This design comes from an exercise in tuning for small area and a short achievable clock period on the open sky130 flow, not from production work.
The RTL was checked by simulation tests, not by an equivalence proof against the original design.

## red
## runnnn_video
module runnnn_video (input  logic        clk,
                     input  logic        reset,
                     input  logic [31:0] p1x, p1y, p2x, p2y,
                     input  logic [7:0]  p1ab, p2ab, scene,
                     input  logic [31:0] f1, f2, tick,
                     output logic [7:0]  VGA_R, VGA_G, VGA_B,
                     output logic        VGA_HS, VGA_VS, VGA_BLANK_N, VGA_SYNC_N
                    );
Size in the first run: about 4,300 cells after synthesis, about 66 flip-flops, roughly 280 I/O pins.
Settings: LEC_CHECK=0, CAP_MARGIN=20, CORE_MARGIN=2, CORE_UTILIZATION=40, SLEW_MARGIN=20, SYNTH_MEMORY_MAX_BITS=65536; clock period 250.0 ns.
standard.sh (not shown) runs the stock make flow with config.mk's settings and CLKGATE_MAP_FILE= SYNTH_SCRIPT=/design/flow/synth_recipe.tcl, a recipe that flattens the netlist after the stock synthesis.
==> flow/flow/run.sh <==
#!/bin/bash
# Own layout flow: the standard ORFS flow, with the synthesis step's ABC
# mapping script replaced by an area-oriented one (and no full-adder
# extraction), and port buffers made with buf_1. All other steps are the
# standard ones. Each step's output is logged in this folder.
set -euo pipefail
W=$(pwd)
rm -rf "$W/myscripts"
cp -r "$FLOW_HOME/scripts" "$W/myscripts"
cp "$W/flow/abc_area.script" "$W/myscripts/abc_speed.script"
bash standard.sh SCRIPTS_DIR="$W/myscripts" ADDER_MAP_FILE= synth > "$W/flow_synth.log" 2>&1
bash standard.sh "BUFFER_PORTS_ARGS=-buffer_cell sky130_fd_sc_hd__buf_1" finish > "$W/flow_layout.log" 2>&1
==> flow/flow/abc_area.script <==
strash
dch -f
amap
topo
stime -c
Edits applied to the flow inputs when going from red to blue:
==> flow/run.sh (new file) <==
#!/bin/bash
# synth_recipe.tcl (not shown) runs the flow's synth.tcl, then flattens the netlist and writes it again
# the make line also repeats each setting of config.mk as NAME=value (left out here)
make -C /OpenROAD-flow-scripts/flow DESIGN_CONFIG=/design/flow/config.mk WORK_HOME=/design/flow/orfs CLKGATE_MAP_FILE= SYNTH_SCRIPT=/design/flow/synth_recipe.tcl finish
removed: flow/flow/run.sh
removed: flow/flow/abc_area.script
removed: flow/standard.sh
Results
- On blue: global-route wire length before repair is 22% higher than what red gave.
- NOTE synthesized area red->blue increased by more than a quarter
- Delta (blue minus red): die span in x went up, final standard cell area without fillers went up 34%.

Setup of run 1:
runnnn_video, a different RTL version from the one above (not shown whole).
For scale: ~59 flip-flops, about 280 I/O pins, ~18,000 sq um of cells after synthesis.
export LEC_CHECK = 0
export CAP_MARGIN = 20
export CORE_MARGIN = 2
export CORE_UTILIZATION = 50
export GPL_TIMING_DRIVEN = 0
export SLEW_MARGIN = 20
export SYNTH_MEMORY_MAX_BITS = 65536
create_clock -name core_clock -period 250.0 [get_ports {clk}]
==> flow/flow/run.sh <==
#!/bin/bash
# Own layout flow: the standard ORFS flow, with the synthesis step's ABC
# mapping script replaced by an area-oriented one (and no full-adder
# extraction), and port buffers made with buf_1. All other steps are the
# standard ones. Each step's output is logged in this folder.
set -euo pipefail
W=$(pwd)
rm -rf "$W/myscripts"
cp -r "$FLOW_HOME/scripts" "$W/myscripts"
cp "$W/flow/abc_area.script" "$W/myscripts/abc_speed.script"
bash standard.sh SCRIPTS_DIR="$W/myscripts" ADDER_MAP_FILE= synth > "$W/flow_synth.log" 2>&1
bash standard.sh "BUFFER_PORTS_ARGS=-buffer_cell sky130_fd_sc_hd__buf_1" finish > "$W/flow_layout.log" 2>&1
==> flow/flow/abc_area.script <==
strash
dch -f
amap
topo
stime -c
> inputs changed (run 1 -> run 2)
==> flow/flow/abc_area.script <==
strash
&get -n
&dch -f
&put
amap
strash
&get -n
&dch -f
&put
amap
topo
stime -c
--- a/flow/config.mk
+++ b/flow/config.mk
@@ -6,8 +6,8 @@
 export NUM_CORES = 4
 export LEC_CHECK = 0
-export CAP_MARGIN = 20
+export CAP_MARGIN = 0
 export CORE_MARGIN = 2
-export CORE_UTILIZATION = 50
+export CORE_UTILIZATION = 40
 export GPL_TIMING_DRIVEN = 0
-export SLEW_MARGIN = 20
+export SLEW_MARGIN = 0
 export SYNTH_MEMORY_MAX_BITS = 65536
## What came out
Final area went down slightly going from run 1 to run 2. Per the comparison of run 2 with run 1, total die area up 23%; final period utilization rose by 0.39 points. Complete run, failing final checks: run 2, reason max-capacitance violations, max-slew violations. Diff run 1 -> run 2: sequential cell count ~0 delta, highest achievable clock rate down 1.6%. Run 1 → run 2: total wirelength of the detailed-routed design now larger; initial antenna violation count now sits higher.
--- input diff run 2..run 3 ---
--- a/flow/config.mk
+++ b/flow/config.mk
@@ -6,8 +6,8 @@
 export NUM_CORES = 4
 export LEC_CHECK = 0
-export CAP_MARGIN = 0
+export CAP_MARGIN = 20
 export CORE_MARGIN = 2
 export CORE_UTILIZATION = 40
 export GPL_TIMING_DRIVEN = 0
-export SLEW_MARGIN = 0
+export SLEW_MARGIN = 20
 export SYNTH_MEMORY_MAX_BITS = 65536
[summary]
- Every stage of the flow completed for run 3, and the final layout passed the timing, DRC and antenna checks.
- The flow completed for run 2, but it is not clean: the layout still shows max-capacitance violations, max-slew violations.
- From run 2 to run 3 the numbers moved as follows: first-pass GRT wire length level, logic depth of the worst setup path including buffers moved down, fraction of area in registers level, starting density of the core level.
- Compared with run 2, run 3 shows register-to-register slack higher by 1280 ps.

-- afterwards: timing with drivers on the ports --
In the flow no input, the clock included, has a driving cell. The finished layouts below were timed again as built, in two steps.
Step 1 sets driving cells, clkbuf_16 on the clock port and buf_2 on the other inputs (assumed; they add their load-dependent delay and slew).
Step 2 adds t to the input delays and takes it off the output delays; t is the mean of the earliest and latest rising clock arrival at the registers after step 1. Input paths then give back, and output paths get back, about the clock's delay inside the block.
Three values: no drivers, after step 1, after step 2; two values: the first two.
run | t (ns) | setup WS [ns] | latest minus earliest clock arrival (ns) | worst data-port slew with drivers (ns)
red | 0.372 | 185.686 / 185.704 / 185.331 | 0.007 / 0.007 | 0.14
blue | 0.396 | 186.098 / 186.112 / 185.717 | 0.020 / 0.019 | 0.11
run 1 | 0.402 | 189.809 / 189.830 / 189.427 | 0.017 / 0.017 | 0.10
run 2 | 0.398 | 188.831 / 188.858 / 188.461 | 0.009 / 0.009 | 0.14
run 3 | 0.385 | 189.321 / 189.345 / 188.961 | 0.011 / 0.011 | 0.13
The setup slack of run 1, which loses most, moves by +0.021 ns with the drivers and by -0.382 ns with both steps.
